Source: an optimization exercise on an open RTL-to-GDS flow (aim: a short achievable clock period and few clock cycles). Production flows keep margins and buffers that such runs may drop. Where RTL was checked, it was by simulation tests only, not by an equivalence proof against the original. Power is estimated from default activity; no workload was simulated.

build 73:
==> flow/design.v (excerpt) <==
module proc (
   halt, imem_addr, dmem_addr, dmem_wdata, dmem_we,
   clk, rst, imem_rdata, dmem_rdata
   );
Size in the first run: roughly 840 flip-flops, about 84 I/O pins, about 43000 sq um of cells after synthesis.
==> flow/config.mk <==
export PLATFORM = sky130hd
export DESIGN_NAME = proc
export DESIGN_NICKNAME = proc
export VERILOG_FILES = /design/flow/design.v
export SDC_FILE = /design/flow/constraint.sdc
export NUM_CORES = 4
export LEC_CHECK = 0
export ABC_CLOCK_PERIOD_IN_PS = 2500
export CAP_MARGIN = 20
export CORE_MARGIN = 2
export CORE_UTILIZATION = 40
export SETUP_SLACK_MARGIN = 5
export SLEW_MARGIN = 20
==> flow/constraint.sdc <==
create_clock -name core_clock -period 10.0 [get_ports {clk}]
set_input_delay 2.0000 -clock core_clock [delete_from_list [all_inputs] [get_ports {clk}]]
set_output_delay 2.0000 -clock core_clock [all_outputs]
set_load 0.01 [all_outputs]
standard.sh (not shown) runs the stock make flow with config.mk's settings and CLKGATE_MAP_FILE= SYNTH_SCRIPT=/design/flow/synth_recipe.tcl, a recipe that flattens the netlist after the stock synthesis.
==> flow/flow/run.sh <==
#!/bin/bash
# The standard layout, with two changes to how it is made (the clock
# period and the constraints are unchanged):
#  - repair_timing aims for a larger setup margin (8 ns);
#  - synthesis leaves adders to ABC instead of mapping them to the
#    library's full/half adder cells (registers are unchanged).
sed 's/SETUP_SLACK_MARGIN=[0-9.]*/SETUP_SLACK_MARGIN=8 ADDER_MAP_FILE=/' standard.sh > standard_margin.sh
bash standard_margin.sh > standard.log 2>&1
Build 73: all stages complete, timing, DRC and antenna checks passed
Testbench counts of build 73, summed over its fixed seeds: cycles 91,842.
Inputs modified between build 73 and build 76:
# build 73
export LEC_CHECK = 0
export ABC_CLOCK_PERIOD_IN_PS = 2500
export CAP_MARGIN = 20
export CORE_MARGIN = 2
export CORE_UTILIZATION = 40
export SETUP_SLACK_MARGIN = 5
export SLEW_MARGIN = 20
create_clock -name core_clock -period 10.0 [get_ports {clk}]
# build 76
export LEC_CHECK = 0
export ABC_CLOCK_PERIOD_IN_PS = 2500
export CAP_MARGIN = 20
export CORE_MARGIN = 2
export CORE_UTILIZATION = 50
export SETUP_SLACK_MARGIN = 5
export SLEW_MARGIN = 20
create_clock -name core_clock -period 10.0 [get_ports {clk}]
diff --git a/flow/flow/run.sh b/flow/flow/run.sh
--- a/flow/flow/run.sh
+++ b/flow/flow/run.sh
@@ -4 +4 @@
-#  - repair_timing aims for a larger setup margin (8 ns);
+#  - repair_timing aims for a larger setup margin;
@@ -7 +7 @@
-sed 's/SETUP_SLACK_MARGIN=[0-9.]*/SETUP_SLACK_MARGIN=8 ADDER_MAP_FILE=/' standard.sh > standard_margin.sh
+sed 's/SETUP_SLACK_MARGIN=[0-9.]*/SETUP_SLACK_MARGIN=7 ADDER_MAP_FILE=/' standard.sh > standard_margin.sh
### Flow results
Diff build 73..build 76 | arithmetic-cell share of the synthesized area counting full adders, half adders and majority gates | unchanged
Build 76 ends up with a clock network fraction of total power that is 0.2 points higher than in build 73.
Note that the power density over cell area recorded for build 76 amounts to 1.08 times the value seen in build 73.
NOTE: global-route usage in build 76 exceeds that of build 73
Build 76 ended up with or4_4 as its critical-path cell with the highest stage delay; build 73 ended up with edfxtp_1.
When build 76 is measured against build 73, its detailed-routing wirelength on met1 turns out 4.6 mm lower.
Per the comparison of build 76 with build 73, sequential group share of total power climbed 2.8 points, synthesized area barely changed.
Modified inputs, build 82 compared to build 76
# build 76
export LEC_CHECK = 0
export ABC_CLOCK_PERIOD_IN_PS = 2500
export CAP_MARGIN = 20
export CORE_MARGIN = 2
export CORE_UTILIZATION = 50
export SETUP_SLACK_MARGIN = 5
export SLEW_MARGIN = 20
create_clock -name core_clock -period 10.0 [get_ports {clk}]
# build 82
export LEC_CHECK = 0
export ABC_CLOCK_PERIOD_IN_PS = 2500
export CAP_MARGIN = 20
export CORE_MARGIN = 2
export CORE_UTILIZATION = 40
export SETUP_SLACK_MARGIN = 5
export SLEW_MARGIN = 20
create_clock -name core_clock -period 10.0 [get_ports {clk}]
### Flow results
Looking only at cell count along the critical path, and setting everything else aside, the higher value of build 82 and build 76 goes to build 76.
Compared with build 76, in build 82 non-clock buffer share of cell area went up by 1.9 points, count of plain and timing-repair buffers in the layout went up by 21%, shortest period the worst path allows went down by 17 ps, utilization went down by 11 points, routed via count divided by cell count went down by about 4.4%.
Build 76 vs build 82, critical path class: register to register vs register to output port
Against build 76, build 82 reports a number of placement rows that is higher.
Delta (build 82 minus build 76): least setup slack across all paths after layout went up 17 ps, fraction of the yosys area taken by sequential cells held.

---

Another version of the RTL of proc (not shown whole).
Size: ~4000 cells after synthesis, about 61000 sq um of cells after synthesis.
// proc
module proc (
   halt, imem_addr, dmem_addr, dmem_wdata, dmem_we,
   clk, rst, imem_rdata, dmem_rdata
   );
clock: 10.0 ns
lec_check: 0
abc_clock_period_in_ps: 2500
cap_margin: 20
core_margin: 2
core_utilization: 40
setup_slack_margin: 5
slew_margin: 20
run.sh (not shown) runs the stock make flow with config.mk's settings and CLKGATE_MAP_FILE= SYNTH_SCRIPT=/design/flow/synth_recipe.tcl, a recipe that flattens the netlist after the stock synthesis.
Stock flow here: none of the scripts above is used.
Then changed:
==> flow/flow/run.sh (new file) <==
#!/bin/bash
# The standard layout, with repair_timing aiming for a larger setup margin
# (the clock period and the constraints are unchanged).
sed 's/SETUP_SLACK_MARGIN=[0-9.]*/SETUP_SLACK_MARGIN=7/' standard.sh > standard_margin.sh
bash standard_margin.sh > standard.log 2>&1
==> flow/standard.sh (new file) <==
#!/bin/bash
# synth_recipe.tcl (not shown) runs the flow's synth.tcl, then flattens the netlist and writes it again
# the make line also repeats each setting of config.mk as NAME=value (left out here)
make -C /OpenROAD-flow-scripts/flow DESIGN_CONFIG=/design/flow/config.mk WORK_HOME=/design/flow/orfs CLKGATE_MAP_FILE= SYNTH_SCRIPT=/design/flow/synth_recipe.tcl "${@:-finish}"
removed: flow/run.sh
Non-clock buffer count grows by 334; hold slack stays flat; final area went up by roughly a tenth; worst setup slack improved by 0.73 ns; routed wire length went up by roughly a tenth; via count is higher by a few percent; cell count is higher by a few percent; area after synthesis is unchanged; sequential share of layout area went down by 4.6 points; synthesized cell count is unchanged; first-iteration DRC count goes up slightly.
Function was not checked in any run of this note: the RTL went through the layout flow alone.

[what the ideal ports hide]
Ports are ideal in the flow. The routed layouts listed here were re-timed in OpenROAD.
Step 1, drivers: a clkbuf_16 drives clk and a buf_2 each remaining input, both assumed.
Step 2 times the ports against the registers' clock, not the clock port: input delays grow and output delays shrink by t, the midpoint of the rising clock arrivals with the driver on.
Slacks: ideal / step 1 / step 2; pairs: ideal / step 1.
| run | shift t [ns] | setup slack, ns | cell pins on the clock port's net |
|---|---|---|---|
| build 73 | 0.743 | 6.561 / 6.561 / 6.146 | 1 |
| build 76 | 0.731 | 6.659 / 6.623 / 6.290 | 1 |
| build 82 | 0.757 | 6.677 / 6.606 / 6.005 | 1 |
| the first run of note 2 | 0.831 | 5.283 / 5.283 / 4.973 | 1 |
| the second run of note 2 | 0.848 | 6.008 / 6.008 / 6.008 | 1 |
After both steps every run listed still meets setup and hold. For build 82, which loses most, drivers alone change the setup slack by -0.071 ns; drivers and shift together by -0.672 ns.
